Context: an optimization exercise on an open-source flow, tuned for a short achievable clock period and few clock cycles. The choices shown serve that exercise and are no tape-out recipe. Only simulation tests tie the RTL to the original design; equivalence was not proved. Power is estimated from default activity; no workload was simulated.

==> flow/design.v <==
module riscv (
    input wire clk,
    input wire rst,   
    input  wire [31:0] inst_i,
    output wire [31:0] inst_addr_o,
    output wire        inst_ce_o,
    input  wire [31:0] data_i,
    output wire        data_we_o,
    output wire        data_ce_o,
    output wire [31:0] data_addr_o,
    output wire [31:0] data_o
);
    reg  [31:0] f_pc;
    reg         f_run;
    reg         d_valid;
    reg  [4:0]  d_rs1, d_rs2, d_rd;
    reg  [31:0] d_pc, d_pc4;
    reg  [31:0] d_r1, d_r2;           
    reg  [31:0] d_immpc;              
    reg  [31:0] d_immalu;             
    reg         d_op, d_opimm, d_load, d_store, d_br, d_lui, d_auipc, d_jal, d_jalr;
    reg         d_use1, d_use2, d_useimm, d_wen, d_pred;
    reg  [10:0] d_alu;                
    reg  [5:0]  d_bf;                 
    reg         d_fpred;              
    reg         d_bnop, d_bskip;      
    reg         x_valid;
    reg         x_wen, x_load, x_store, x_br, x_jalr, x_pred, x_skip;
    reg  [4:0]  x_rd;
    reg  [31:0] x_a, x_b, x_s, x_pre, x_alt;
    reg         x_fa, x_fb, x_fs;     
    reg         x_faa, x_fba, x_fac, x_fbc;   
    reg  [10:0] x_alu;
    reg  [5:0]  x_bf;
    reg         m_wen, m_load, m_store, m_ce;
    reg  [4:0]  m_rd;
    reg  [31:0] m_res, m_sdata;
    reg         w_wen;
    reg  [4:0]  w_rd;
    reg  [31:0] w_data;
    reg         v_wen;
    reg  [4:0]  v_rd;
    reg  [31:0] v_data;
    reg  [31:0] rf [1:31];
    localparam A_ADD = 0, A_SUB = 1, A_SLL = 2, A_SLT = 3, A_SLTU = 4, A_XOR = 5,
               A_SRL = 6, A_SRA = 7, A_OR = 8, A_AND = 9, A_PRE = 10;
    localparam B_EQ = 0, B_NE = 1, B_LT = 2, B_GE = 3, B_LTU = 4, B_GEU = 5;
    wire [31:0] wb_data = m_load ? data_i : m_res;
    assign data_addr_o = m_res;
    assign data_o      = m_sdata;
    assign data_we_o   = m_store;
    assign data_ce_o   = m_ce;
    always @(posedge clk) begin
        if (w_wen) rf[w_rd] <= w_data;
        w_rd   <= m_rd;
        w_data <= wb_data;
        v_wen  <= w_wen;
        v_rd   <= w_rd;
        v_data <= w_data;
    end
    always @(posedge clk) begin
        w_wen <= m_wen;
    end
    wire [31:0] fi  = inst_i;
    wire [4:0]  fop = fi[6:2];
    wire        fok = fi[1:0] == 2'b11;
    wire [2:0]  ff3 = fi[14:12];
    wire        f30 = fi[30];
    wire [4:0]  frs1 = fi[19:15];
    wire [4:0]  frs2 = fi[24:20];
    wire [4:0]  frd  = fi[11:7];
    wire f_op    = fok && fop == 5'b01100;
    wire f_opimm = fok && fop == 5'b00100;
    wire f_load  = fok && fop == 5'b00000;
    wire f_store = fok && fop == 5'b01000;
    wire f_br    = fok && fop == 5'b11000;
    wire f_lui   = fok && fop == 5'b01101;
    wire f_auipc = fok && fop == 5'b00101;
    wire f_jal   = fok && fop == 5'b11011;
    wire f_jalr  = fok && fop == 5'b11001;
    wire f_arith = f_op | f_opimm;
    wire [31:0] fimm_i = {{20{fi[31]}}, fi[31:20]};
    wire [31:0] fimm_s = {{20{fi[31]}}, fi[31:25], fi[11:7]};
    wire [31:0] fimm_b = {{20{fi[31]}}, fi[7], fi[30:25], fi[11:8], 1'b0};
    wire [31:0] fimm_u = {fi[31:12], 12'b0};
    wire [31:0] fimm_j = {{12{fi[31]}}, fi[19:12], fi[20], fi[30:21], 1'b0};
    wire [10:0] f_alu;
    assign f_alu[A_ADD]  = (f_arith & ff3 == 3'b000 & ~(f_op & f30)) | f_load | f_store;
    assign f_alu[A_SUB]  = f_op & ff3 == 3'b000 & f30;
    assign f_alu[A_SLL]  = f_arith & ff3 == 3'b001;
    assign f_alu[A_SLT]  = f_arith & ff3 == 3'b010;
    assign f_alu[A_SLTU] = f_arith & ff3 == 3'b011;
    assign f_alu[A_XOR]  = f_arith & ff3 == 3'b100;
    assign f_alu[A_SRL]  = f_arith & ff3 == 3'b101 & ~f30;
    assign f_alu[A_SRA]  = f_arith & ff3 == 3'b101 & f30;
    assign f_alu[A_OR]   = f_arith & ff3 == 3'b110;
    assign f_alu[A_AND]  = f_arith & ff3 == 3'b111;
    assign f_alu[A_PRE]  = f_lui | f_auipc | f_jal | f_jalr;
    wire [5:0] f_bf;
    assign f_bf[B_EQ]  = ff3 == 3'b000;
    assign f_bf[B_NE]  = ff3 == 3'b001;
    assign f_bf[B_LT]  = ff3 == 3'b100;
    assign f_bf[B_GE]  = ff3 == 3'b101;
    assign f_bf[B_LTU] = ff3 == 3'b110;
    assign f_bf[B_GEU] = ff3 == 3'b111;
    wire [31:0] f_r1 = (frs1 == 5'd0) ? 32'd0 : rf[frs1];
    wire [31:0] f_r2 = (frs2 == 5'd0) ? 32'd0 : rf[frs2];
    wire [31:0] d_target = d_pc + d_immpc;       
    wire [31:0] d_auipc_val = {d_pc[31:12] + d_immpc[31:12], d_pc[11:0]};
    wire [31:0] rs1_val = (m_wen && m_rd == d_rs1) ? wb_data :
                          (w_wen && w_rd == d_rs1) ? w_data :
                          (v_wen && v_rd == d_rs1) ? v_data : d_r1;
    wire [31:0] rs2_val = (m_wen && m_rd == d_rs2) ? wb_data :
                          (w_wen && w_rd == d_rs2) ? w_data :
                          (v_wen && v_rd == d_rs2) ? v_data : d_r2;
    wire load_use = d_valid && x_valid && x_load &&
                    ((d_use1 && x_rd == d_rs1) || (d_use2 && x_rd == d_rs2));
    wire jr_early = d_jalr && x_valid && x_wen && x_alu[A_PRE] && x_rd == d_rs1;
    wire [31:0] jr_sum = x_pre + d_immalu;
    wire d_redir  = d_valid && !load_use && (jr_early || (d_pred && !d_fpred));
    wire [31:0] d_rtarget = jr_early ? {jr_sum[31:1], 1'b0} : (d_pred ? d_target : d_pc4);
    wire [31:0] a = x_fa ? m_res : x_a;
    wire [31:0] b = x_fb ? m_res : x_b;
    wire [31:0] s = x_fs ? m_res : x_s;
    wire [31:0] aa = x_faa ? m_res : x_a;      
    wire [31:0] ba = x_fba ? m_res : x_b;
    wire [31:0] ac = x_fac ? m_res : x_a;      
    wire [31:0] bc = x_fbc ? m_res : x_b;
    wire [31:0] sum = aa + ba;
    wire [31:0] dif = ac - bc;
    wire        ltu = ac < bc;
    wire        lt  = (ac[31] ^ bc[31]) ? ac[31] : ltu;
    wire        eq  = ac == bc;
    wire taken = (x_bf[B_EQ] & eq) | (x_bf[B_NE] & ~eq) | (x_bf[B_LT] & lt) |
                 (x_bf[B_GE] & ~lt) | (x_bf[B_LTU] & ltu) | (x_bf[B_GEU] & ~ltu);
    wire signed [31:0] a_s = a;
    wire [31:0] shl = a << b[4:0];
    wire [31:0] shr = a >> b[4:0];
    wire [31:0] sha = a_s >>> b[4:0];
    wire [31:0] result =
        ({32{x_alu[A_ADD]}}  & sum) |
        ({32{x_alu[A_SUB]}}  & dif) |
        ({32{x_alu[A_SLL]}}  & shl) |
        ({32{x_alu[A_SLT]}}  & {31'd0, lt}) |
        ({32{x_alu[A_SLTU]}} & {31'd0, ltu}) |
        ({32{x_alu[A_XOR]}}  & (a ^ b)) |
        ({32{x_alu[A_SRL]}}  & shr) |
        ({32{x_alu[A_SRA]}}  & sha) |
        ({32{x_alu[A_OR]}}   & (a | b)) |
        ({32{x_alu[A_AND]}}  & (a & b)) |
        ({32{x_alu[A_PRE]}}  & x_pre);
    wire x_mispred = x_valid & x_br & (taken ^ x_pred);
    wire x_kill    = x_valid & x_skip & taken;    
    wire x_jr      = x_valid & x_jalr;
    wire x_redir   = x_mispred | x_jr;
    wire [31:0] x_target = x_jalr ? {sum[31:1], 1'b0} : x_alt;
    assign inst_addr_o = f_pc;
    assign inst_ce_o   = f_run;
    wire [31:0] f_pc4  = f_pc + 32'd4;
    wire        f_isgn  = fi[31];
    wire [8:0]  f_jlo   = {1'b0, f_pc[7:0]} + {1'b0, fimm_j[7:0]};
    wire [8:0]  f_blo   = {1'b0, f_pc[7:0]} + {1'b0, fimm_b[7:0]};
    wire        f_jnear = fimm_j[20:8] == {13{f_isgn}} && f_jlo[8] == f_isgn;
    wire        f_bnear = fimm_b[12:8] == {5{f_isgn}} && f_blo[8] == f_isgn;
    wire        f_jp    = f_jal & f_jnear;
    wire        f_bp    = f_br & f_isgn & f_bnear;
    wire        f_fpred = f_jp | f_bp;
    wire [31:0] f_btgt  = {f_pc[31:8], f_jal ? f_jlo[7:0] : f_blo[7:0]};
    always @(posedge clk or posedge rst) begin
        if (rst) begin
            f_pc  <= 32'd0;
            f_run <= 1'b0;
        end else begin
            f_run <= 1'b1;
            if (x_redir)
                f_pc <= x_target;
            else if (load_use || !f_run)
                f_pc <= f_pc;
            else if (d_redir)
                f_pc <= d_rtarget;
            else if (f_fpred)
                f_pc <= f_btgt;
            else
                f_pc <= f_pc4;
        end
    end
    always @(posedge clk or posedge rst) begin
        if (rst) begin
            d_valid <= 1'b0;
        end else if (x_redir) begin
            d_valid <= 1'b0;
        end else if (!load_use) begin
            d_valid <= f_run && !d_redir;
        end
    end
    always @(posedge clk) begin
        if (load_use) begin
            d_r1 <= rs1_val;
            d_r2 <= rs2_val;
        end else begin
            d_rs1    <= frs1;
            d_rs2    <= frs2;
            d_rd     <= frd;
            d_pc     <= f_pc;
            d_pc4    <= f_pc4;
            d_r1     <= f_r1;
            d_r2     <= f_r2;
            d_immpc  <= f_jal ? fimm_j : (f_br ? fimm_b : fimm_u);
            d_immalu <= f_store ? fimm_s : fimm_i;
            d_op     <= f_op;
            d_opimm  <= f_opimm;
            d_load   <= f_load;
            d_store  <= f_store;
            d_br     <= f_br;
            d_lui    <= f_lui;
            d_auipc  <= f_auipc;
            d_jal    <= f_jal;
            d_jalr   <= f_jalr;
            d_use1   <= f_arith | f_load | f_store | f_br | f_jalr;
            d_use2   <= f_op | f_store | f_br;
            d_useimm <= f_opimm | f_load | f_store | f_jalr;
            d_wen    <= (f_arith | f_load | f_lui | f_auipc | f_jal | f_jalr) && frd != 5'd0;
            d_pred   <= f_jal | (f_br & fi[31]);
            d_alu    <= f_alu;
            d_bf     <= f_bf;
            d_fpred  <= f_fpred;
            d_bnop   <= f_br & fimm_b == 32'd4;
            d_bskip  <= f_br & fimm_b == 32'd8;
        end
    end
    always @(posedge clk or posedge rst) begin
        if (rst) begin
            x_valid <= 1'b0;
        end else begin
            x_valid <= d_valid && !load_use && !x_redir && !x_kill;
        end
    end
    wire fwd_ok = x_valid && x_wen && !x_load;
    wire skip_ok = d_bskip && !(f_jal || (f_br && fi[31]));
    always @(posedge clk) begin
        x_wen   <= d_wen;
        x_load  <= d_load;
        x_store <= d_store;
        x_br    <= d_br & !d_bnop & !skip_ok;
        x_skip  <= skip_ok;
        x_jalr  <= d_jalr & !jr_early;
        x_pred  <= d_pred;
        x_rd    <= d_rd;
        x_a     <= rs1_val;
        x_b     <= d_useimm ? d_immalu : rs2_val;
        x_s     <= rs2_val;
        x_pre   <= d_lui ? d_immpc : (d_auipc ? d_auipc_val : d_pc4);
        x_alt   <= d_pred ? d_pc4 : d_target;
        x_fa    <= fwd_ok && x_rd == d_rs1;
        x_fb    <= fwd_ok && x_rd == d_rs2 && !d_useimm;
        x_faa   <= fwd_ok && x_rd == d_rs1 && (d_alu[A_ADD] | d_jalr);
        x_fba   <= fwd_ok && x_rd == d_rs2 && !d_useimm && (d_alu[A_ADD] | d_jalr);
        x_fac   <= fwd_ok && x_rd == d_rs1 && (d_alu[A_SUB] | d_alu[A_SLT] | d_alu[A_SLTU] | d_br);
        x_fbc   <= fwd_ok && x_rd == d_rs2 && !d_useimm && (d_alu[A_SUB] | d_alu[A_SLT] | d_alu[A_SLTU] | d_br);
        x_fs    <= fwd_ok && x_rd == d_rs2;
        x_alu   <= d_alu;
        x_bf    <= d_bf;
    end
    always @(posedge clk) begin
        m_wen   <= x_valid & x_wen;
        m_load  <= x_valid & x_load;
        m_store <= x_valid & x_store;
        m_ce    <= x_valid & (x_load | x_store);
    end
    always @(posedge clk) begin
        m_rd    <= x_rd;
        m_res   <= result;
        m_sdata <= s;
    end
endmodule
==> flow/run.sh <==
#!/bin/bash
# synth_recipe.tcl (not shown) runs the flow's synth.tcl, then flattens the netlist and writes it again
# the make line also repeats each setting of config.mk as NAME=value (left out here)
make -C /OpenROAD-flow-scripts/flow DESIGN_CONFIG=/design/flow/config.mk WORK_HOME=/design/flow/orfs CLKGATE_MAP_FILE= SYNTH_SCRIPT=/design/flow/synth_recipe.tcl finish
==> flow/config.mk <==
export PLATFORM = sky130hd
export DESIGN_NAME = riscv
export DESIGN_NICKNAME = riscv
export VERILOG_FILES = /design/flow/design.v
export SDC_FILE = /design/flow/constraint.sdc
export NUM_CORES = 4
export LEC_CHECK = 0
export ABC_CLOCK_PERIOD_IN_PS = 2500
export CAP_MARGIN = 20
export CORE_MARGIN = 2
export CORE_UTILIZATION = 40
export SETUP_SLACK_MARGIN = 5
export SLEW_MARGIN = 20
==> flow/constraint.sdc <==
create_clock -name core_clock -period 8.0 [get_ports {clk}]
set_input_delay 1.6000 -clock core_clock [delete_from_list [all_inputs] [get_ports {clk}]]
set_output_delay 1.6000 -clock core_clock [all_outputs]
set_load 0.01 [all_outputs]
==> results of run 1 <==
==> critical path, cell delays in order, from the launching register on <==
cell	delay, ps
dfxtp_4	430
buf_12	130
buf_16	140
mux2_2	360
ha_4	300
and3_4	190
nand4_1	220
a211oi_4	290
buf_4	150
a21oi_4	60
nor2_4	200
mux2_4	350
nor4_4	320
a211o_4	190
buf_12	140
buf_16	150
mux2i_1	200
==> area by class of cell <==
cell class / count / area, um2
Fill cell: 17302 / 104300
Sequential cell: 1586 / 43610
Multi-Input combinational cell: 3990 / 39730
Timing Repair Buffer: 652 / 7367
Clock buffer: 244 / 5017
Tap cell: 2688 / 3363
Clock inverter: 81 / 818.3
Inverter: 210 / 810.8
Timing Repair inverter: 1 / 5.005
Antenna cell: 2 / 5.005
==> report_power, final <==
part | switching [uW] | leakage (uW) | total (uW) | internal, uW
clock | 3470 | 0.00284 | 8220 | 4760
combinational | 3260 | 0.0186 | 5660 | 2400
sequential | 513 | 0.0146 | 9770 | 9250
total | 7240 | 0.0360 | 23600 | 16400
==> cell families (layout without fill, tap and decap cells) <==
kind of cell / count (synthesis) / count (layout) / share of synthesized area
flip-flops: 1586 / 1586 / 0.5250
multiplexers: 1202 / 1202 / 0.2330
buffers and inverters: 629 / 1188 / 0.03038
AO/OA/AOI/OAI: 1280 / 1280 / 0.09870
AND/OR/NAND/NOR: 1102 / 1105 / 0.06021
adder cells (fa/ha/maj): 208 / 208 / 0.03215
XOR/XNOR: 194 / 194 / 0.02057
other: 1 / 3 / 0.00004541
==> timing repair <==
action | 4_1_cts | 5_1_grt
hold buffers | 0 | 0
setup buffers | 205 | 118
resized for setup | 943 | 273
endpoints found under the hold margin | 0 | 0
pin swaps | 66 | 96
gates cloned | 36 | 8
setup endpoints to repair | 443 | 819
==> sequential cells by signal, indices dropped and copies added (netlist names), 6 cells and up <==
| register | count |
|---|---|
| d_pc4 | 30 |
| d_bf | 6 |
| x_pre | 32 |
| x_b | 32 |
| d_immalu | 11 |
| x_alt | 32 |
| d_r1 | 32 |
| x_s | 32 |
| rf | 992 |
| w_data | 32 |
| x_a | 32 |
| f_pc | 32 |
| d_r2 | 32 |
| d_pc | 32 |
| d_immpc | 31 |
| d_alu | 11 |
| v_data | 32 |
| x_alu | 11 |
| m_sdata | 32 |
| m_res | 32 |
| x_bf | 6 |
==> cells in the final DEF (no fill, tap or decap), drive strengths merged, types with 15 or more instances in the layout <==
master | netlist | final
nor2b | 45 | 45
a221oi | 34 | 34
o21ai | 282 | 282
a22oi | 20 | 20
clkdlybuf4s50 | 0 | 50
a21oi | 375 | 375
nor4 | 22 | 22
edfxtp | 1142 | 1142
o31ai | 15 | 15
a2111oi | 15 | 15
nor3 | 44 | 44
xor2 | 75 | 75
clkinv | 3 | 53
nand2 | 395 | 395
nand3 | 68 | 70
clkbuf | 286 | 254
mux2 | 186 | 186
a21o | 73 | 73
nand2b | 28 | 28
nand4 | 35 | 35
or3 | 16 | 16
inv | 207 | 218
o211ai | 48 | 48
o21a | 19 | 19
buf | 133 | 571
and3 | 29 | 29
dfrtp | 35 | 35
dfxtp | 409 | 409
and2 | 21 | 21
a221o | 21 | 21
a31oi | 25 | 25
xnor2 | 119 | 119
o22ai | 86 | 86
nor2 | 357 | 357
a211oi | 143 | 143
ha | 201 | 201
mux2i | 460 | 460
o21bai | 19 | 19
mux4 | 556 | 556
==> per-stage QoR <==
step                cell area (um2)  instances  setup WS [ps]  hold slack, ps
floorplan                     84480       6202           4361           323.3
global placement              88000       8760           2596           327.6
detailed placement            88000       8760           2540           327.8
CTS                           98380       9326           4095           321.2
global route                 100700       9453           3968           342.9
finish                       100700       9454           4064           339.4
==> final timing paths <==
check                      slack [ps]  cells past startpoint        to
max in group asynchronous        6330                      3  f_pc[13]
max                              4060                     16   f_pc[4]
min in group asynchronous        1220                      3  f_pc[31]
min                               340                      0  x_alu[8]
max reg2reg                      4060                     16   f_pc[4]
min reg2reg                       340                      0  x_alu[8]
==> routing by layer <==
metal  GRT usage  routed length (um)
met1      0.3592              116500
met2      0.4739              149300
met3     0.04483               23920
met4      0.1893               24680
met5           0                   0
==> impl_metrics.py, run 1 <==
metrics = {
    "sta": {
        "relSlewSlack": 0.1882,
        "rsz0062_at_grt": "yes",
        "max_freq_mhz": 254.0,
        "tightest_slew_ps": 1207,
        "setup_viol": 0,
        "setup_tns_ps": 0,
        "fin_crit_sh": 0.4921,
        "skew_ps": 33.76,
        "drv_slew": 0,
        "timing.final.crit_period_ps": 3936,
        "hold_viol_final": 0,
    },
    "detailed_routing": {
        "wire_per_inst_um": 33.26,
        "drcViolationCount": 0,
        "num_vias": 59865,
        "first_iter_violations": 7290,
        "ant_nets": 0,
        "vias_per_cell": 6.332,
        "first_pass_iters": 6,
        "totalWireLength_um": 314400,
    },
    "final_layout": {
        "utilization": 0.4914,
        "drive_gt1_frac": 0.3204,
        "syn_to_final_growth_pct": 21.97,
        "fin_nets": 6888,
    },
    "floorplanning": {
        "die_y_um": 458.4,
        "die_area_um2": 210100,
        "coreArea_um2": 205000,
        "pin_count": 165,
        "row_count": 166,
        "die_x_um": 458.4,
        "start_util": 0.4029,
    },
    "critical_path": {
        "path_max_fanout": 8,
        "worstSetupStartpoint": "x_fac",
        "cp.arrival_ps": 4690,
        "cp-start-kind": "flip-flop",
        "r2r-start": "x_fac",
        "crit_required_ps": 8750,
        "path_class": "flip-flop to flip-flop",
        "worstSetupEndpointType": "flip-flop",
    },
    "grt": {
        "grt_usage": 0.2903,
        "grt_pass1_wl_um": 436500,
        "antenna_found_initial": 2,
        "grt_max_degree": 65,
        "grt_pass1_vias": 58452,
        "grt_overflow": 0,
    },
    "logic_synthesis": {
        "synth-seq-cells": 1586,
        "synthesis.nets": 6476,
        "avgSynthCellArea_um2": 13.32,
        "synth-edff-count": 1142,
        "yosysWarnings": 1,
        "synthArstFlopShare": 0.02207,
        "synth_cell_type_count": 103,
        "synth_top_area_share": 0.4152,
        "synth_ff_type": "edfxtp_1",
        "post_synth_instance_area_um2": 82590,
        "yosysTopAreaCell": "edfxtp_1",
        "synth.area.top_cells": "edfxtp_1 (42%), mux4_2 (15%), dfxtp_1 (9.9%)",
        "seq_area_frac_synth": 0.5250,
        "synthTopCellsByCount": "edfxtp_1 (1142), mux4_2 (556), mux2i_1 (459)",
        "postSynthCellCount": 6202,
        "synth_most_common_cell": "edfxtp_1",
    },
    "hold_path": {
        "hold_path.startpoint": "d_alu[8]",
        "hold_path_class": "flip-flop to flip-flop",
    },
    "run": {
        "drv_cap": 0,
    },
    "power": {
        "vdd_drop_max_mv": 0.2282,
        "power_density_nw_per_um2": 234.7,
        "finalPower_uw": 23650,
        "leakage_uw": 0.03599,
    },
    "clock_network": {
        "htreeDepth": 4,
        "clkSinkCount": 1586,
        "numCtsBuffers": 173,
        "clk_pin_slew_ps": 60,
        "clockRootBuffer": "clkbuf_16",
        "clk-insertion-delay-late_ps": 850,
        "clockBufferDepth": 3,
        "cts_tree": "yes",
    },
    "place": {
        "dp_hpwl_um": 192200,
        "routabilityCongestion": 0.9824,
        "io_buffers": 164,
    },
    "run_status": {
        "status": "timing/DRC/antenna clean",
    },
}
Testbench counts, summed over its fixed seeds: cycles 50,859.
==> run 2, diff against run 1 <==
--- a/flow/design.v
+++ b/flow/design.v
@@ -30,4 +30,5 @@
     reg  [31:0] x_a, x_b, x_s, x_pre, x_alt;
     reg         x_fa, x_fb, x_fs;     
+    reg         x_rz, x_rzv;          
     reg         x_faa, x_fba, x_fac, x_fbc;   
     reg  [10:0] x_alu;
@@ -118,6 +119,21 @@
     wire jr_early = d_jalr && x_valid && x_wen && x_alu[A_PRE] && x_rd == d_rs1;
     wire [31:0] jr_sum = x_pre + d_immalu;
-    wire d_redir  = d_valid && !load_use && (jr_early || (d_pred && !d_fpred));
-    wire [31:0] d_rtarget = jr_early ? {jr_sum[31:1], 1'b0} : (d_pred ? d_target : d_pc4);
+    wire e_dep1 = x_valid && x_wen && !x_load && x_rd == d_rs1;
+    wire e_dep2 = x_valid && x_wen && !x_load && x_rd == d_rs2;
+    wire e_ok   = d_br && (d_bf[B_EQ] | d_bf[B_NE]) && !d_bnop && !d_bskip && x_rzv &&
+                  ((e_dep1 && d_rs2 == 5'd0) || (e_dep2 && d_rs1 == 5'd0));
+    wire e_mis  = e_ok && ((d_bf[B_EQ] ? x_rz : ~x_rz) ^ d_pred);
+    wire d_redir  = d_valid && !load_use && (jr_early || (d_pred && !d_fpred) || e_mis);
+    wire [31:0] d_rtarget = jr_early ? {jr_sum[31:1], 1'b0} :
+                            ((d_pred ^ e_mis) ? d_target : d_pc4);
+    function sum_is_zero;
+        input [31:0] za, zb;
+        reg   [31:0] c, m;
+        begin
+            c = za ^ zb;
+            m = (za & zb) | (za & c) | (zb & c);
+            sum_is_zero = !c[0] && (c[31:1] == m[30:0]);
+        end
+    endfunction
     wire [31:0] a = x_fa ? m_res : x_a;
     wire [31:0] b = x_fb ? m_res : x_b;
@@ -242,5 +258,7 @@
         x_load  <= d_load;
         x_store <= d_store;
-        x_br    <= d_br & !d_bnop & !skip_ok;
+        x_br    <= d_br & !d_bnop & !skip_ok & !e_ok;
+        x_rz    <= sum_is_zero(rs1_val, d_useimm ? d_immalu : rs2_val);
+        x_rzv   <= d_alu[A_ADD] && !(fwd_ok && (x_rd == d_rs1 || (x_rd == d_rs2 && !d_useimm)));
         x_skip  <= skip_ok;
         x_jalr  <= d_jalr & !jr_early;
==> run 2 against run 1 <==
  * Still clean
  * Critical path depth down 1
  * Worst hold slack worse by 1.1 ps
  * Die area up 1.1%
  * Global-route usage up 1.3 points
  * Clock power down 3.0%
  * Final cell count up 4.0%
  * Total power up 3.3%
  * Largest cell class unchanged
==> impl_metrics.py, run 2 <==
metrics = {
    "place": {
        "dpl.cell_count": 9027,
        "io_buffers": 164,
        "routabilityCongestion": 1.009,
        "dpl_worst_slack_ps": 2667,
        "dp_hpwl_um": 204100,
    },
    "detailed_routing": {
        "ant_nets": 0,
        "num_vias": 61997,
        "vias_per_cell": 6.307,
        "first_pass_iters": 6,
        "drcViolationCount": 0,
        "wire_per_inst_um": 34.09,
        "first_iter_violations": 8229,
        "totalWireLength_um": 335100,
    },
    "sta": {
        "tightest_slew_ps": 1118,
        "skew_ps": 54.38,
        "rsz0062_at_grt": "yes",
        "hold_viol_final": 0,
        "max_freq_mhz": 240.4,
        "drv_slew": 0,
        "timing.final.crit_period_ps": 4160,
        "setup_tns_ps": 0,
        "postLayoutSetupSlackWorst_ps": 3840,
        "setup_viol": 0,
        "relSlewSlack": 0.2534,
        "fin_crit_sh": 0.5200,
    },
    "clock_network": {
        "htreeDepth": 4,
        "clockBufferDepth": 3,
        "hold_buffers": 0,
        "clockRootBuffer": "clkbuf_16",
        "cts_tree": "yes",
        "clkSinkCount": 1588,
        "numCtsBuffers": 172,
        "clk-insertion-delay-late_ps": 870,
        "clk_pin_slew_ps": 60,
    },
    "final_layout": {
        "layout_common_cells": "edfxtp_1 (1142), mux4_2 (557), nand2_1 (457), buf_4 (393), dfxtp_1 (327)",
        "drive_gt1_frac": 0.3462,
        "utilization": 0.5022,
        "regMostFlops": "rf",
        "syn_to_final_growth_pct": 24.63,
        "layout_commonest_cell": "edfxtp_1",
        "largest_register_ffs": 992,
        "fin_cells": 9830,
        "fin_nets": 7189,
    },
    "logic_synthesis": {
        "synth_most_common_cell": "edfxtp_1",
        "synthesis.nets": 6690,
        "yosysWarnings": 1,
        "synth-seq-cells": 1588,
        "synthTopCellsByCount": "edfxtp_1 (1142), mux4_2 (557), nand2_1 (473)",
        "synth_top_area_share": 0.4106,
        "synth-edff-count": 1142,
        "yosysTopAreaCell": "edfxtp_1",
        "synth.area.top_cells": "edfxtp_1 (41%), mux4_2 (15%), dfxtp_1 (9.9%)",
        "avgSynthCellArea_um2": 13.08,
        "post_synth_instance_area_um2": 83520,
        "synth_cell_type_count": 90,
        "synth_ff_type": "edfxtp_1",
        "postSynthCellCount": 6385,
        "synthArstFlopShare": 0.02204,
        "seq_area_frac_synth": 0.5196,
    },
    "critical_path": {
        "worstSetupEndpointType": "flip-flop",
        "critical_path_buf_inv_count": 5,
        "path_max_fanout": 8,
        "crit_path_frequent_cell": "buf_12",
        "critPathSlowestCell": "nor4_4",
        "crit_required_ps": 8760,
        "cp-start-kind": "flip-flop",
        "path_cells": "buf_12 -> buf_12 -> mux2_2 -> ha_4 -> nand4_1 -> or4_4 -> buf_6 -> nor4_4 -> mux2i_2 -> nand2_2 -> a311oi_4 -> buf_4 -> clkbuf_16 -> a211oi_2 -> a41oi_1",
        "cp.arrival_ps": 4920,
        "path_class": "flip-flop to flip-flop",
        "crit_path_max_incr_delay_ps": 530,
        "crit_family": "simple AND/OR/NAND/NOR gates",
    },
    "power": {
        "power_density_nw_per_um2": 234.5,
        "vdd_drop_max_mv": 0.2490,
        "finalPower_uw": 24410,
        "leakage_uw": 0.03759,
    },
    "floorplanning": {
        "row_count": 167,
        "start_util": 0.4029,
        "die_area_um2": 212500,
        "pin_count": 165,
        "coreArea_um2": 207300,
        "die_x_um": 460.9,
        "die_y_um": 460.9,
    },
    "run_status": {
        "status": "timing/DRC/antenna clean",
    },
    "run": {
        "drv_cap": 0,
    },
    "hold_path": {
        "hold_path_class": "flip-flop to flip-flop",
    },
    "grt": {
        "grt_pass1_wl_um": 456000,
        "grt_pass1_vias": 59224,
        "grt_usage": 0.3029,
        "antenna_found_initial": 13,
        "grt_overflow": 0,
        "grt_max_degree": 80,
    },
}
[run 2: cell count changes after synthesis, sizes merged, moves of 54 or more]
cell | before | now
a21oi | 375 | 321
mux2 | 186 | 240
mux2i | 460 | 372
nand2 | 395 | 473
o21ai | 282 | 422
o22ai | 86 | 18
[run 2: cell type report]
type                    instances  area [um2]
fillers                     17486      103200
flip-flops and latches       1588       43660
multi-input cells            4136       41670
repair buffers                759        8767
clock buffers                 226        4652
well taps                    2788        3488
clock inverters                97       940.9
inverters                     226       875.8
diodes                          9       22.52
repair inverters                1       5.005
[run 2: metrics by stage]
step | area, um2 | hold WS (ps)
after CTS | 100500 | 339.0
after detailed placement | 89250 | 328.6
after floorplan | 85360 | 323.3
after global placement | 89250 | 326.2
after global routing | 104100 | 347.4
final | 104100 | 338.3
[run 2: layer usage]
layer	routed length, um	track usage
met5	13	0
met4	24340	0.1840
met3	30930	0.05547
met2	154400	0.4763
met1	125500	0.3897
[run 2: power breakdown]
part,switching (uW),total [uW],internal (uW)
combinational,3720,6500,2780
clock,3560,7970,4420
sequential,626,9940,9310
total,7900,24400,16500
[run 2: logic make-up (layout without fill, tap and decap cells)]
| kind of cell | after synthesis | count (layout) | synth area share |
|---|---|---|---|
| compound gates | 1280 | 1280 | 0.09628 |
| xor+xnor | 231 | 231 | 0.02422 |
| fa+ha+maj | 239 | 239 | 0.03643 |
| buf+inv | 662 | 1309 | 0.03034 |
| flops | 1588 | 1588 | 0.5196 |
| mux | 1169 | 1169 | 0.2271 |
| other cells | 1 | 10 | 0.00004490 |
| simple gates | 1215 | 1216 | 0.06595 |
[run 2: final timing paths]
check | startpoint | end | slack [ps] | depth (start not counted)
setup / recovery | x_fac | f_pc[17] | 3840 | 15
max in group asynchronous | rst | f_pc[8] | 6370 | 3
hold reg to reg | d_load | x_load | 340 | 0
min in group asynchronous | rst | f_pc[21] | 1190 | 3
hold / removal | d_load | x_load | 340 | 0
setup reg to reg | x_fac | f_pc[17] | 3840 | 15
[run 2: repair_timing]
item,4_1_cts,5_1_grt
gates cloned,34,28
resized for setup,1080,386
setup endpoints to repair,553,363
setup buffers,261,148
pin swaps,109,172
Testbench counts of run 2, summed over its fixed seeds: cycles 49,649.
==> run 3, diff against run 2 <==
--- a/flow/design.v
+++ b/flow/design.v
@@ -33,5 +33,5 @@
     reg         x_faa, x_fba, x_fac, x_fbc;   
     reg  [10:0] x_alu;
-    reg  [5:0]  x_bf;
+    reg  [5:0]  x_bm;                 
     reg         m_wen, m_load, m_store, m_ce;
     reg  [4:0]  m_rd;
@@ -148,6 +148,6 @@
     wire        lt  = (ac[31] ^ bc[31]) ? ac[31] : ltu;
     wire        eq  = ac == bc;
-    wire taken = (x_bf[B_EQ] & eq) | (x_bf[B_NE] & ~eq) | (x_bf[B_LT] & lt) |
-                 (x_bf[B_GE] & ~lt) | (x_bf[B_LTU] & ltu) | (x_bf[B_GEU] & ~ltu);
+    wire wrong = (x_bm[B_EQ] & eq) | (x_bm[B_NE] & ~eq) | (x_bm[B_LT] & lt) |
+                 (x_bm[B_GE] & ~lt) | (x_bm[B_LTU] & ltu) | (x_bm[B_GEU] & ~ltu);
     wire signed [31:0] a_s = a;
     wire [31:0] shl = a << b[4:0];
@@ -166,6 +166,6 @@
         ({32{x_alu[A_AND]}}  & (a & b)) |
         ({32{x_alu[A_PRE]}}  & x_pre);
-    wire x_mispred = x_valid & x_br & (taken ^ x_pred);
-    wire x_kill    = x_valid & x_skip & taken;    
+    wire x_mispred = x_valid & x_br & wrong;
+    wire x_kill    = x_valid & x_skip & wrong;    
     wire x_jr      = x_valid & x_jalr;
     wire x_redir   = x_mispred | x_jr;
@@ -278,5 +278,6 @@
         x_fs    <= fwd_ok && x_rd == d_rs2;
         x_alu   <= d_alu;
-        x_bf    <= d_bf;
+        x_bm    <= d_pred ? {d_bf[B_LTU], d_bf[B_GEU], d_bf[B_LT], d_bf[B_GE],
+                                 d_bf[B_EQ], d_bf[B_NE]} : d_bf;
     end
     always @(posedge clk) begin
==> run 3 against run 2 <==
  * Core utilization down 1.0 points
  * Via count about the same
  * First-iteration DRC count up 1.9%
  * Wire length down 0.55%
  * Clock power up 1%
  * Sequential power down 1%
  * Sequential share of layout area up 0.46 points
  * Critical path type unchanged
  * Largest cell class unchanged
==> impl_metrics.py, run 3 <==
metrics = {
    "logic_synthesis": {
        "synth_top_family_by_area": "multiplexers",
        "synthArstFlopShare": 0.02205,
        "synthXorXnorAreaFrac": 0.02262,
        "avgSynthCellArea_um2": 13.25,
        "postSynthCellCount": 6335,
        "synthAdderAreaFrac": 0.03624,
        "synth_top_area_share": 0.4085,
        "synth.area.top_cells": "edfxtp_1 (41%), mux4_2 (15%), dfxtp_1 (9.8%)",
        "synth_ff_type": "edfxtp_1",
        "synth-edff-count": 1142,
        "synthMuxAreaShare": 0.2302,
        "synth_compound_area_frac": 0.09995,
        "synth-seq-cells": 1587,
        "yosysTopAreaCell": "edfxtp_1",
        "synth_most_common_cell": "edfxtp_1",
        "synth_cell_type_count": 103,
        "yosysWarnings": 1,
        "synthTopCellsByCount": "edfxtp_1 (1142), mux4_2 (565), mux2i_1 (451)",
        "yosys.area_share.simple": 0.06222,
        "post_synth_instance_area_um2": 83960,
        "seq_area_frac_synth": 0.5167,
        "synthesis.nets": 6640,
    },
    "clock_network": {
        "clk_pin_slew_ps": 60,
        "numCtsBuffers": 172,
        "cts_tree": "yes",
        "clockBufferDepth": 3,
        "clkSinkCount": 1587,
        "clk-insertion-delay-late_ps": 860,
        "clockRootBuffer": "clkbuf_16",
        "htreeDepth": 4,
    },
    "detailed_routing": {
        "ant_nets": 0,
        "first_iter_violations": 8383,
        "drcViolationCount": 0,
        "totalWireLength_um": 333200,
        "first_pass_iters": 17,
        "wire_per_inst_um": 34.28,
        "vias_per_cell": 6.384,
        "num_vias": 62052,
    },
    "final_layout": {
        "largest_register_ffs": 992,
        "multi_input_area_um2": 41460,
        "fin_cells": 9720,
        "syn_to_final_growth_pct": 22.60,
        "layout_commonest_cell": "edfxtp_1",
        "drive_gt1_frac": 0.3302,
        "ff_latch_area_um2": 43650,
        "fillers": 17763,
        "fin_area_um2": 102900,
        "regMostFlops": "rf",
        "layout_common_cells": "edfxtp_1 (1142), mux4_2 (565), mux2i_1 (388), buf_4 (335), nor2_1 (334)",
        "fin_nets": 7067,
    },
    "critical_path": {
        "worstSetupEndpointType": "flip-flop",
        "crit_path_max_incr_delay_ps": 380,
        "crit_family": "simple AND/OR/NAND/NOR gates",
        "crit_path_frequent_cell": "buf_12",
        "cp-start-kind": "flip-flop",
        "critPathSlowestCell": "nor4_4",
        "cp.arrival_ps": 4610,
        "crit_required_ps": 8710,
        "critical_path_buf_inv_count": 5,
        "r2r_slack_ps": 4100,
        "path_max_fanout": 8,
        "path_cells": "buf_12 -> buf_16 -> mux2_4 -> ha_4 -> nand4_1 -> nor4_4 -> nand4_1 -> mux2i_1 -> o211ai_1 -> a311oi_4 -> o221a_4 -> buf_12 -> buf_12 -> clkbuf_16 -> o22ai_1",
        "path_class": "flip-flop to flip-flop",
    },
    "floorplanning": {
        "start_util": 0.4014,
        "die_area_um2": 213600,
        "pin_count": 165,
        "die_y_um": 462.1,
        "die_x_um": 462.1,
        "coreArea_um2": 209200,
        "row_count": 168,
    },
    "grt": {
        "grt_usage": 0.3016,
        "grt_max_degree": 78,
        "grt_pass1_vias": 59587,
        "grt_pass1_wl_um": 454500,
        "antenna_found_initial": 11,
        "grt_overflow": 0,
        "use_met2": 0.4790,
        "busiest_layer": "met2",
        "grtUsageMet1": 0.3772,
        "met3_usage": 0.05930,
    },
    "sta": {
        "setup_viol": 0,
        "fin_crit_sh": 0.4873,
        "timing.final.crit_period_ps": 3898,
        "drv_slew": 0,
        "skew_ps": 36.00,
        "hold_viol_final": 0,
        "postLayoutSetupSlackWorst_ps": 4102,
        "max_freq_mhz": 256.5,
        "tightest_slew_ps": 1299,
        "relSlewSlack": 0.1275,
        "rsz0062_at_grt": "yes",
        "setup_tns_ps": 0,
    },
    "place": {
        "routabilityCongestion": 0.9846,
        "postPlaceCellArea_um2": 89410,
        "dpl.cell_count": 8991,
        "dp_hpwl_um": 204700,
        "io_buffers": 164,
        "dpl_worst_slack_ps": 2440,
    },
    "hold_path": {
        "hold_path_class": "flip-flop to flip-flop",
    },
    "run_status": {
        "status": "timing/DRC/antenna clean",
    },
    "power": {
        "power_density_nw_per_um2": 231.6,
        "finalPower_uw": 23840,
        "leakage_uw": 0.03702,
        "vdd_drop_max_mv": 0.2508,
    },
    "run": {
        "drv_cap": 0,
    },
}
[run 3: cell types whose count changed in the layout (fill, tap and decap cells not counted), moves of 22 or more]
cell and change:
ha_4 -22, a211oi_1 +36, a21oi_1 +26, o22ai_1 +60, mux2_4 -42, nand2_1 -124, o21ai_2 -26, buf_4 -58
o21ai_0 -107, mux2i_1 +79, o21ai_1 -52, nor2_1 +40
[run 3: through the flow]
step	utilization	hold WS [ps]
2_1_floorplan	-	323.3
5_1_grt	0.4921	344.5
6_report	0.4921	341.7
3_3_place_gp	0.4274	324.5
3_5_place_dp	0.4275	326.9
4_1_cts	0.4812	341.5
[run 3: what timing repair did]
item | CTS | global route
setup buffers | 260 | 83
gates resized for setup | 1087 | 289
gates cloned | 42 | 16
pin swaps | 123 | 111
hold buffers | 0 | 0
setup endpoints to repair | 489 | 325
[run 3: area by class of cell]
class | count | area share
antenna | 5 | 0.0001216
clock buffer | 234 | 0.04636
clock inverter | 88 | 0.008315
inverter | 243 | 0.009166
multi-input combinational | 4077 | 0.4028
sequential | 1587 | 0.4241
tap | 2805 | 0.03410
timing repair buffer | 679 | 0.07492
timing repair inverter | 2 | 0.0001337
[run 3: worst paths after layout]
| kind | startpoint | to | cells past startpoint |
|---|---|---|---|
| hold reg to reg | d_alu[10] | x_alu[10] | 0 |
| min in group asynchronous | rst | f_run | 3 |
| hold / removal | d_alu[10] | x_alu[10] | 0 |
| setup reg to reg | x_fac | f_pc[12] | 15 |
| setup / recovery | x_fac | f_pc[12] | 15 |
| max in group asynchronous | rst | f_pc[7] | 3 |
[run 3: routing by layer]
layer  share of wire  wire, um
met1            0.37    122400
met2            0.46    153800
met3           0.094     31300
met4           0.076     25460
met5         0.00083       276
[run 3: cell families after synthesis]
group                      Yosys count
AOI/OAI and AO/OA                 1282
xor gates and xnor gates           216
adders and majority gates          239
buffers and inverters              678
DFF                               1587
muxes                             1201
other                                1
and+or+nand+nor                   1131
[run 3: report_power, final]
part           total [uW]  switching [uW]  leakage [uW]  internal (uW)
sequential           9820             566        0.0146           9250
clock                8070            3510       0.00274           4560
combinational        5950            3440        0.0197           2510
Testbench counts of run 3, summed over its fixed seeds: cycles 49,649.
==> run 4, diff against run 3 <==
--- a/flow/design.v
+++ b/flow/design.v
@@ -31,5 +31,7 @@
     reg         x_fa, x_fb, x_fs;     
     reg         x_rz, x_rzv;          
-    reg         x_faa, x_fba, x_fac, x_fbc;   
+    reg         x_faa, x_fba;         
+    reg         x_fac, x_fbc;         
+    reg         x_fas, x_fbs;         
     reg  [10:0] x_alu;
     reg  [5:0]  x_bm;                 
@@ -119,4 +121,10 @@
     wire jr_early = d_jalr && x_valid && x_wen && x_alu[A_PRE] && x_rd == d_rs1;
     wire [31:0] jr_sum = x_pre + d_immalu;
+    wire [31:0] rs1_nl = (m_wen && !m_load && m_rd == d_rs1) ? m_res :
+                         (w_wen && w_rd == d_rs1) ? w_data :
+                         (v_wen && v_rd == d_rs1) ? v_data : d_r1;
+    wire [31:0] rs2_nl = (m_wen && !m_load && m_rd == d_rs2) ? m_res :
+                         (w_wen && w_rd == d_rs2) ? w_data :
+                         (v_wen && v_rd == d_rs2) ? v_data : d_r2;
     wire e_dep1 = x_valid && x_wen && !x_load && x_rd == d_rs1;
     wire e_dep2 = x_valid && x_wen && !x_load && x_rd == d_rs2;
@@ -143,6 +151,10 @@
     wire [31:0] ac = x_fac ? m_res : x_a;      
     wire [31:0] bc = x_fbc ? m_res : x_b;
+    wire [31:0] as = x_fas ? m_res : x_a;      
+    wire [31:0] bs = x_fbs ? m_res : x_b;
     wire [31:0] sum = aa + ba;
-    wire [31:0] dif = ac - bc;
+    wire [31:0] dif = as - bs;
+    wire        sltu_r = as < bs;
+    wire        slt_r  = (as[31] ^ bs[31]) ? as[31] : sltu_r;
     wire        ltu = ac < bc;
     wire        lt  = (ac[31] ^ bc[31]) ? ac[31] : ltu;
@@ -158,6 +170,6 @@
         ({32{x_alu[A_SUB]}}  & dif) |
         ({32{x_alu[A_SLL]}}  & shl) |
-        ({32{x_alu[A_SLT]}}  & {31'd0, lt}) |
-        ({32{x_alu[A_SLTU]}} & {31'd0, ltu}) |
+        ({32{x_alu[A_SLT]}}  & {31'd0, slt_r}) |
+        ({32{x_alu[A_SLTU]}} & {31'd0, sltu_r}) |
         ({32{x_alu[A_XOR]}}  & (a ^ b)) |
         ({32{x_alu[A_SRL]}}  & shr) |
@@ -259,6 +271,7 @@
         x_store <= d_store;
         x_br    <= d_br & !d_bnop & !skip_ok & !e_ok;
-        x_rz    <= sum_is_zero(rs1_val, d_useimm ? d_immalu : rs2_val);
-        x_rzv   <= d_alu[A_ADD] && !(fwd_ok && (x_rd == d_rs1 || (x_rd == d_rs2 && !d_useimm)));
+        x_rz    <= sum_is_zero(rs1_nl, d_useimm ? d_immalu : rs2_nl);
+        x_rzv   <= d_alu[A_ADD] && !(fwd_ok && (x_rd == d_rs1 || (x_rd == d_rs2 && !d_useimm))) &&
+                   !(m_load && m_wen && (m_rd == d_rs1 || (m_rd == d_rs2 && !d_useimm)));
         x_skip  <= skip_ok;
         x_jalr  <= d_jalr & !jr_early;
@@ -274,6 +287,8 @@
         x_faa   <= fwd_ok && x_rd == d_rs1 && (d_alu[A_ADD] | d_jalr);
         x_fba   <= fwd_ok && x_rd == d_rs2 && !d_useimm && (d_alu[A_ADD] | d_jalr);
-        x_fac   <= fwd_ok && x_rd == d_rs1 && (d_alu[A_SUB] | d_alu[A_SLT] | d_alu[A_SLTU] | d_br);
-        x_fbc   <= fwd_ok && x_rd == d_rs2 && !d_useimm && (d_alu[A_SUB] | d_alu[A_SLT] | d_alu[A_SLTU] | d_br);
+        x_fac   <= fwd_ok && x_rd == d_rs1 && d_br;
+        x_fbc   <= fwd_ok && x_rd == d_rs2 && d_br;
+        x_fas   <= fwd_ok && x_rd == d_rs1 && (d_alu[A_SUB] | d_alu[A_SLT] | d_alu[A_SLTU]);
+        x_fbs   <= fwd_ok && x_rd == d_rs2 && !d_useimm && (d_alu[A_SUB] | d_alu[A_SLT] | d_alu[A_SLTU]);
         x_fs    <= fwd_ok && x_rd == d_rs2;
         x_alu   <= d_alu;
==> run 4 against run 3 <==
  * Still clean on timing, DRC and antenna
  * Core utilization increased by 0.093 points
  * Die area increased by 3.0%
  * Global-route usage decreased by 0.97 points
  * Maximum frequency down 4.9%
  * Register-to-register slack worse by 200 ps
  * Worst hold slack got worse by 1.9 ps
  * Sequential share of layout area down 1.2 points
  * Clock skew is 17 ps higher
  * Via count increased by 3.2%
  * Synthesized cell count grew 4.5%
  * Critical endpoint is now f_pc[24]
  * Largest power group unchanged
==> impl_metrics.py, run 4 <==
metrics = {
    "run_status": {
        "status": "timing/DRC/antenna clean",
    },
    "logic_synthesis": {
        "postSynthCellCount": 6620,
        "post_synth_instance_area_um2": 86470,
        "avgSynthCellArea_um2": 13.06,
        "synth_cell_type_count": 97,
        "synthArstFlopShare": 0.02203,
        "synthesis.nets": 6957,
        "synth_most_common_cell": "edfxtp_1",
        "synth-seq-cells": 1589,
        "yosysWarnings": 1,
        "seq_area_frac_synth": 0.5021,
        "synth-edff-count": 1142,
        "synth.area.top_cells": "edfxtp_1 (40%), mux4_2 (14%), dfxtp_1 (9.5%)",
        "synth_top_area_share": 0.3966,
        "yosysTopAreaCell": "edfxtp_1",
        "synthTopCellsByCount": "edfxtp_1 (1142), mux2i_1 (597), mux4_2 (553)",
        "synth_ff_type": "edfxtp_1",
    },
    "floorplanning": {
        "die_area_um2": 219900,
        "die_x_um": 469.0,
        "die_y_um": 469.0,
        "pin_count": 165,
        "row_count": 170,
        "coreArea_um2": 214800,
        "start_util": 0.4025,
    },
    "clock_network": {
        "clockBufferDepth": 3,
        "numCtsBuffers": 171,
        "hold_buffers": 0,
        "clockRootBuffer": "clkbuf_16",
        "cts_tree": "yes",
        "htreeDepth": 4,
        "clk_pin_slew_ps": 60,
        "clk-insertion-delay-late_ps": 890,
        "clkSinkCount": 1589,
    },
    "sta": {
        "hold_viol_final": 0,
        "setup_tns_ps": 0,
        "relSlewSlack": 0.2325,
        "max_freq_mhz": 244.0,
        "tightest_slew_ps": 1150,
        "skew_ps": 53.09,
        "setup_viol": 0,
        "rsz0062_at_grt": "yes",
        "fin_crit_sh": 0.5123,
        "timing.final.crit_period_ps": 4098,
        "drv_slew": 0,
        "postLayoutSetupSlackWorst_ps": 3902,
    },
    "place": {
        "dp_hpwl_um": 202300,
        "io_buffers": 164,
        "dpl_worst_slack_ps": 2641,
        "routabilityCongestion": 0.9803,
    },
    "final_layout": {
        "largest_register_ffs": 992,
        "layout_common_cells": "edfxtp_1 (1142), mux4_2 (553), mux2i_1 (496), nand2_1 (427), buf_4 (350)",
        "layout_commonest_cell": "edfxtp_1",
        "utilization": 0.4931,
        "syn_to_final_growth_pct": 22.49,
        "regMostFlops": "rf",
        "drive_gt1_frac": 0.3275,
        "fillers": 18172,
        "fin_nets": 7367,
    },
    "critical_path": {
        "path_cells": "buf_12 -> buf_16 -> mux2_4 -> ha_4 -> nand4_1 -> nor3_2 -> and4_4 -> or3b_4 -> a41oi_4 -> mux2_4 -> o31ai_4 -> buf_6 -> buf_6 -> buf_12 -> buf_16 -> a21oi_2 -> a32oi_1",
        "rr_worst_depth": 17,
        "crit_required_ps": 8790,
        "worstSetupEndpointType": "flip-flop",
        "cp.arrival_ps": 4890,
        "worstReg2RegEnd": "f_pc[24]",
        "path_max_fanout": 6,
        "cp-start-kind": "flip-flop",
        "r2r_slack_ps": 3900,
        "critPathSlowestCell": "dfxtp_4",
        "crit_family": "simple AND/OR/NAND/NOR gates",
        "r2r-start": "x_fac",
        "path_class": "flip-flop to flip-flop",
        "crit_path_max_incr_delay_ps": 450,
        "critical_path_buf_inv_count": 6,
    },
    "detailed_routing": {
        "num_vias": 64046,
        "totalWireLength_um": 331300,
        "wire_per_inst_um": 33.10,
        "vias_per_cell": 6.399,
        "ant_nets": 0,
        "first_pass_iters": 6,
        "drcViolationCount": 0,
        "first_iter_violations": 8044,
    },
    "grt": {
        "grt_usage": 0.2919,
        "antenna_found_initial": 9,
        "grt_pass1_vias": 61740,
        "grt_max_degree": 77,
        "grt_overflow": 0,
        "grt_pass1_wl_um": 459200,
    },
    "power": {
        "p_comb_frac": 0.258,
        "clkPwrFrac": 0.336,
        "leakage_uw": 0.03760,
        "power.switching_uw": 7716,
        "intPower_uw": 16520,
        "vdd_drop_max_mv": 0.2502,
        "swShare": 0.3184,
        "sequentialPowerShare": 0.407,
        "power_density_nw_per_um2": 228.8,
    },
    "hold_path": {
        "whs_path_depth": 0,
        "hold_end": "x_store",
        "hold_path.startpoint": "d_store",
        "hold_path_class": "flip-flop to flip-flop",
    },
    "run": {
        "drv_cap": 0,
    },
}
[run 4: changes by cell type after synthesis, sizes merged, moves of 16 or more]
cell	before	now
mux2i	453	599
nand2	339	437
o22ai	78	55
mux2	183	270
nor2	381	330
a21o	81	65
a21oi	350	302
o21ai	235	375
a211oi	135	65
ha	232	264
inv	241	174
clkbuf	277	320
[run 4: how the worst max path moves through the flow]
stage / from / endpoint / cells after the start
5_1_grt: x_fac / f_pc[15] / 17
6_report: x_fac / f_pc[24] / 17
3_5_place_dp: inst_i[0] / f_pc[19] / 11
4_1_cts: x_fac / f_pc[27] / 16
2_1_floorplan: inst_i[22] / f_pc[29] / 10
3_3_place_gp: inst_i[0] / f_pc[19] / 11
[run 4: worst reg2reg max path, stage by stage (launching register included)]
cell and delay, ps:
dfxtp_4 450, buf_12 140, buf_16 110, mux2_4 310
ha_4 270, nand4_1 140, nor3_2 300, and4_4 290
or3b_4 410, a41oi_4 270, mux2_4 370, o31ai_4 250
buf_6 150, buf_6 90, buf_12 110, buf_16 140
a21oi_2 40, a32oi_1 210
[run 4: cell families (layout without fill, tap and decap cells)]
group                    count (synthesis)  after routing  share of synthesized area
adder cells (fa/ha/maj)                271            271                    0.03982
AND/OR/NAND/NOR                       1191           1193                    0.06323
AO/OA/AOI/OAI                         1275           1275                    0.09427
buffers and inverters                  653           1197                    0.02973
flip-flops                            1589           1589                     0.5021
multiplexers                          1422           1422                     0.2488
other                                    1              5                 0.00004337
XOR/XNOR                               218            218                    0.02208
[run 4: area by class of cell]
cell class | count | area (um2) | share of cell area
Multi-Input combinational cell | 4380 | 44160 | 0.4169
Sequential cell | 1589 | 43670 | 0.4123
Timing Repair Buffer | 711 | 8128 | 0.07673
Clock buffer | 224 | 4642 | 0.04382
Tap cell | 2838 | 3551 | 0.03352
Clock inverter | 85 | 1054 | 0.009946
Inverter | 176 | 698.2 | 0.006591
Antenna cell | 4 | 10.01 | 0.00009450
Timing Repair inverter | 1 | 7.507 | 0.00007087
[run 4: routing by layer]
layer	routed length [um]	global-route usage
met1	125300	0.3745
met2	153300	0.4623
met3	29910	0.05369
met4	22820	0.1721
met5	0	0.0006494
[run 4: power by group through the flow]
| stage | sequential, uW | clock [uW] | combinational (uW) |
|---|---|---|---|
| 2_1_floorplan | 9720 | 0 | 3390 |
| 3_3_place_gp | 10000 | 0 | 4850 |
| 3_5_place_dp | 10100 | 0 | 4890 |
| 4_1_cts | 9820 | 8210 | 5780 |
| 5_1_grt | 9860 | 8520 | 6560 |
| 6_report | 9850 | 8140 | 6240 |
[run 4: timing repair]
item / CTS / global route
resized for setup: 1083 / 270
setup endpoints to repair: 305 / 247
gates cloned: 43 / 8
pin swaps: 108 / 115
setup buffers: 303 / 75
[run 4: per-stage QoR]
step	cell area, um2	hold WS, ps	power, uW	instances
4_1_cts	104000	340.7	23810	9921
6_report	105900	339.8	24230	10008
5_1_grt	105900	349.4	24940	10006
3_3_place_gp	91830	326.0	14900	9266
2_1_floorplan	88480	323.3	13110	6620
3_5_place_dp	91840	327.8	14940	9266
Testbench counts of run 4, summed over its fixed seeds: cycles 49,649.
==> run 5, diff against run 4 <==
--- a/flow/design.v
+++ b/flow/design.v
@@ -37,4 +37,6 @@
     reg  [5:0]  x_bm;                 
     reg         m_wen, m_load, m_store, m_ce;
+    reg         m_jr;                 
+    reg  [31:0] m_jtgt;
     reg  [4:0]  m_rd;
     reg  [31:0] m_res, m_sdata;
@@ -180,7 +182,7 @@
     wire x_mispred = x_valid & x_br & wrong;
     wire x_kill    = x_valid & x_skip & wrong;    
-    wire x_jr      = x_valid & x_jalr;
-    wire x_redir   = x_mispred | x_jr;
-    wire [31:0] x_target = x_jalr ? {sum[31:1], 1'b0} : x_alt;
+    wire x_jr      = x_valid & x_jalr & !m_jr;
+    wire x_redir   = x_mispred;
+    wire [31:0] x_target = x_alt;
     assign inst_addr_o = f_pc;
     assign inst_ce_o   = f_run;
@@ -201,5 +203,7 @@
         end else begin
             f_run <= 1'b1;
-            if (x_redir)
+            if (m_jr)
+                f_pc <= m_jtgt;
+            else if (x_redir)
                 f_pc <= x_target;
             else if (load_use || !f_run)
@@ -216,5 +220,5 @@
         if (rst) begin
             d_valid <= 1'b0;
-        end else if (x_redir) begin
+        end else if (m_jr || x_redir) begin
             d_valid <= 1'b0;
         end else if (!load_use) begin
@@ -261,5 +265,5 @@
             x_valid <= 1'b0;
         end else begin
-            x_valid <= d_valid && !load_use && !x_redir && !x_kill;
+            x_valid <= d_valid && !load_use && !x_redir && !x_kill && !m_jr;
         end
     end
@@ -297,8 +301,10 @@
     end
     always @(posedge clk) begin
-        m_wen   <= x_valid & x_wen;
-        m_load  <= x_valid & x_load;
-        m_store <= x_valid & x_store;
-        m_ce    <= x_valid & (x_load | x_store);
+        m_wen   <= x_valid & !m_jr & x_wen;
+        m_load  <= x_valid & !m_jr & x_load;
+        m_store <= x_valid & !m_jr & x_store;
+        m_ce    <= x_valid & !m_jr & (x_load | x_store);
+        m_jr    <= x_jr;
+        m_jtgt  <= {sum[31:1], 1'b0};
     end
     always @(posedge clk) begin
==> run 5 against run 4 <==
  * Worst setup slack improved by 76 ps
  * Register-to-register slack improved by 80 ps
  * Sequential power increased by 4%
  * Via count increased by 0.18%
  * Maximum frequency increased by 1.9%
  * Critical path depth unchanged
  * Combinational power increased by 1%
  * Clock-buffer cell count increased by 3
  * Clock skew increased by 21 ps
  * Synthesized cell count increased by 1.2%
  * Highest routed layer unchanged
==> impl_metrics.py, run 5 <==
metrics = {
    "run": {
        "drv_cap": 0,
    },
    "final_layout": {
        "layout_common_cells": "edfxtp_1 (1142), mux4_2 (536), mux2i_1 (493), nand2_1 (475), dfxtp_1 (363)",
        "fin_area_um2": 106700,
        "drive_gt1_frac": 0.3220,
        "fin_nets": 7468,
        "ff_latch_area_um2": 44320,
        "syn_to_final_growth_pct": 22.81,
        "regMostFlops": "rf",
        "largest_register_ffs": 992,
        "layout_commonest_cell": "edfxtp_1",
        "multi_input_area_um2": 43660,
        "fillers": 18394,
    },
    "sta": {
        "setup_tns_ps": 0,
        "hold_viol_final": 0,
        "setup_viol": 0,
        "relSlewSlack": 0.2266,
        "max_freq_mhz": 248.6,
        "postLayoutSetupSlackWorst_ps": 3978,
        "tightest_slew_ps": 1160,
        "skew_ps": 73.61,
        "timing.final.crit_period_ps": 4022,
        "fin_crit_sh": 0.5028,
        "rsz0062_at_grt": "yes",
        "drv_slew": 0,
    },
    "detailed_routing": {
        "wl_met1_um": 129800,
        "first_pass_iters": 8,
        "wire_per_inst_um": 32.99,
        "route.met3.wl_um": 29490,
        "routed.top_layer": "met4",
        "first_iter_violations": 8257,
        "ant_nets": 0,
        "met2_wirelength_um": 152900,
        "drcViolationCount": 0,
        "num_vias": 64162,
        "vias_per_cell": 6.332,
        "totalWireLength_um": 334300,
    },
    "critical_path": {
        "worstReg2RegEnd": "f_pc[20]",
        "crit_path_max_incr_delay_ps": 400,
        "r2r-start": "x_fbc",
        "cp-start-kind": "flip-flop",
        "path_max_fanout": 30,
        "crit_required_ps": 8730,
        "worstSetupStartpoint": "x_fbc",
        "r2r_slack_ps": 3980,
        "path_cells": "bufbuf_16 -> buf_4 -> mux2i_1 -> ha_1 -> a21oi_2 -> o21ai_1 -> a221o_1 -> o31a_1 -> o31ai_4 -> mux2i_2 -> buf_4 -> a311oi_4 -> buf_12 -> nor3_4 -> buf_4 -> a211oi_1 -> o32ai_1",
        "crit_family": "compound AO/OA/AOI/OAI gates",
        "worstSetupEndpointType": "flip-flop",
        "path_class": "flip-flop to flip-flop",
        "cp.depth": 17,
        "cp.arrival_ps": 4750,
        "rr_worst_depth": 17,
        "endpoint": "f_pc[20]",
        "crit_path_frequent_cell": "buf_4",
        "critical_path_buf_inv_count": 5,
        "critPathSlowestCell": "o31ai_4",
    },
    "floorplanning": {
        "coreArea_um2": 216500,
        "die_x_um": 470.0,
        "die_area_um2": 220900,
        "pin_count": 165,
        "start_util": 0.4011,
        "die_y_um": 470.0,
        "row_count": 171,
    },
    "logic_synthesis": {
        "synth.area.top_cells": "edfxtp_1 (39%), mux4_2 (14%), dfxtp_1 (10%)",
        "synth-seq-cells": 1621,
        "synth_cell_type_count": 90,
        "avgSynthCellArea_um2": 12.97,
        "yosysTopAreaCell": "edfxtp_1",
        "postSynthCellCount": 6697,
        "synth_top_area_share": 0.3949,
        "synthArstFlopShare": 0.02159,
        "seq_area_frac_synth": 0.5073,
        "synth_ff_type": "edfxtp_1",
        "synth-edff-count": 1142,
        "yosysWarnings": 1,
        "synth_most_common_cell": "edfxtp_1",
        "synthesis.nets": 7034,
        "synthTopCellsByCount": "edfxtp_1 (1142), mux2i_1 (573), mux4_2 (536)",
        "post_synth_instance_area_um2": 86840,
    },
    "clock_network": {
        "clk_pin_slew_ps": 60,
        "numCtsBuffers": 173,
        "clockRootBuffer": "clkbuf_16",
        "clk-insertion-delay-late_ps": 880,
        "cts_tree": "yes",
        "hold_buffers": 0,
        "clockBufferDepth": 3,
        "htreeDepth": 4,
        "clkSinkCount": 1621,
    },
    "grt": {
        "grt_pass1_vias": 61809,
        "grt_max_degree": 75,
        "grt_pass1_wl_um": 461900,
        "grt_usage": 0.2897,
        "grt_overflow": 0,
        "antenna_found_initial": 17,
    },
    "place": {
        "dp_hpwl_um": 206800,
        "io_buffers": 164,
        "dpl_worst_slack_ps": 2497,
        "postPlaceCellArea_um2": 92300,
        "routabilityCongestion": 1.003,
    },
    "power": {
        "vdd_drop_max_mv": 0.2312,
        "power_density_nw_per_um2": 231.4,
        "leakage_uw": 0.03825,
    },
    "run_status": {
        "status": "timing/DRC/antenna clean",
    },
    "hold_path": {
        "hold_path_class": "flip-flop to flip-flop",
    },
}
[run 5: layout make-up]
class	count	area share
sequential	1621	0.4155
multi-input combinational	4394	0.4094
timing repair buffer	752	0.08056
clock buffer	227	0.04432
tap	2854	0.03348
clock inverter	90	0.009561
inverter	189	0.006992
antenna	6	0.0001408
[run 5: through the flow]
step	hold slack (ps)	instances	total power (uW)	utilization
2_1_floorplan	323.3	6697	13370	-
5_1_grt	349.1	10131	25410	0.4925
4_1_cts	333.5	9994	24250	0.4815
3_5_place_dp	326.9	9347	15310	0.4263
6_report	333.3	10133	24680	0.4926
3_3_place_gp	328.2	9347	15270	0.4262
[run 5: worst min path at each step]
stage | from | end | slack (ps) | cells past startpoint
2_1_floorplan | d_alu[10] | x_alu[10] | 320 | 0
6_report | d_rd[0] | x_rd[0] | 330 | 0
3_5_place_dp | d_wen | x_wen | 330 | 0
5_1_grt | d_rd[0] | x_rd[0] | 350 | 0
4_1_cts | d_rd[0] | x_rd[0] | 330 | 0
3_3_place_gp | d_alu[10] | x_alu[10] | 330 | 0
[run 5: cell families (layout without fill, tap and decap cells)]
logic type	Yosys count	count (layout)	synth area share
DFF	1621	1621	0.5073
muxes	1377	1377	0.2401
AOI/OAI and AO/OA	1337	1338	0.09824
and+or+nand+nor	1183	1184	0.06188
buffers and inverters	684	1258	0.03030
adders and majority gates	271	271	0.03965
xor gates and xnor gates	223	223	0.02249
other	1	7	0.00004318
[run 5: power breakdown]
group	total (uW)	switching, uW	internal [uW]
combinational	6320	3560	2760
sequential	10200	663	9550
clock	8150	3580	4570
[run 5: repair_timing]
| item | CTS | global route |
|---|---|---|
| pin swaps | 115 | 112 |
| resized for setup | 1099 | 278 |
| endpoints found under the setup margin | 535 | 436 |
| cloned | 32 | 16 |
| setup buffers | 298 | 117 |
[run 5: layer usage]
layer	up-vias	global-route usage
met3	779	0.05031
met5	-	0
met2	3587	0.4542
met4	0	0.1600
li1	26890	-
met1	32906	0.3823
Testbench counts of run 5, summed over its fixed seeds: cycles 49,649.

[static timing again, ports no longer ideal]
No port has a modelled driver above. Below, the same layouts with a new extraction and two added sets of constraints. Step 1: set_driving_cell puts a clkbuf_16 on clk and a buf_2 on each other input, an assumption about the parent block. Step 2 times the ports against the registers' clock, not the clock port: input delays grow and output delays shrink by t, the midpoint of the rising clock arrivals with the driver on. a / b / c = no drivers / after step 1 / after step 2; a / b = the first two.
| run | shift t [ns] | setup slack, ns | worst setup path after step 2 | worst slew at a driven data input, ns |
|---|---|---|---|---|
| run 1 | 0.917 | 4.064 / 4.064 / 3.442 | input to register | 0.31 |
| run 2 | 0.934 | 3.840 / 3.840 / 3.254 | input to register | 0.43 |
| run 3 | 0.929 | 4.102 / 4.102 / 3.368 | input to register | 0.22 |
| run 4 | 0.943 | 3.902 / 3.902 / 3.093 | input to register | 0.44 |
| run 5 | 0.930 | 3.978 / 3.978 / 3.266 | input to register | 0.30 |
After both steps setup and hold are still met in every run listed. For run 4, which loses most, drivers alone change the setup slack by 0.000 ns; drivers and shift together by -0.809 ns.
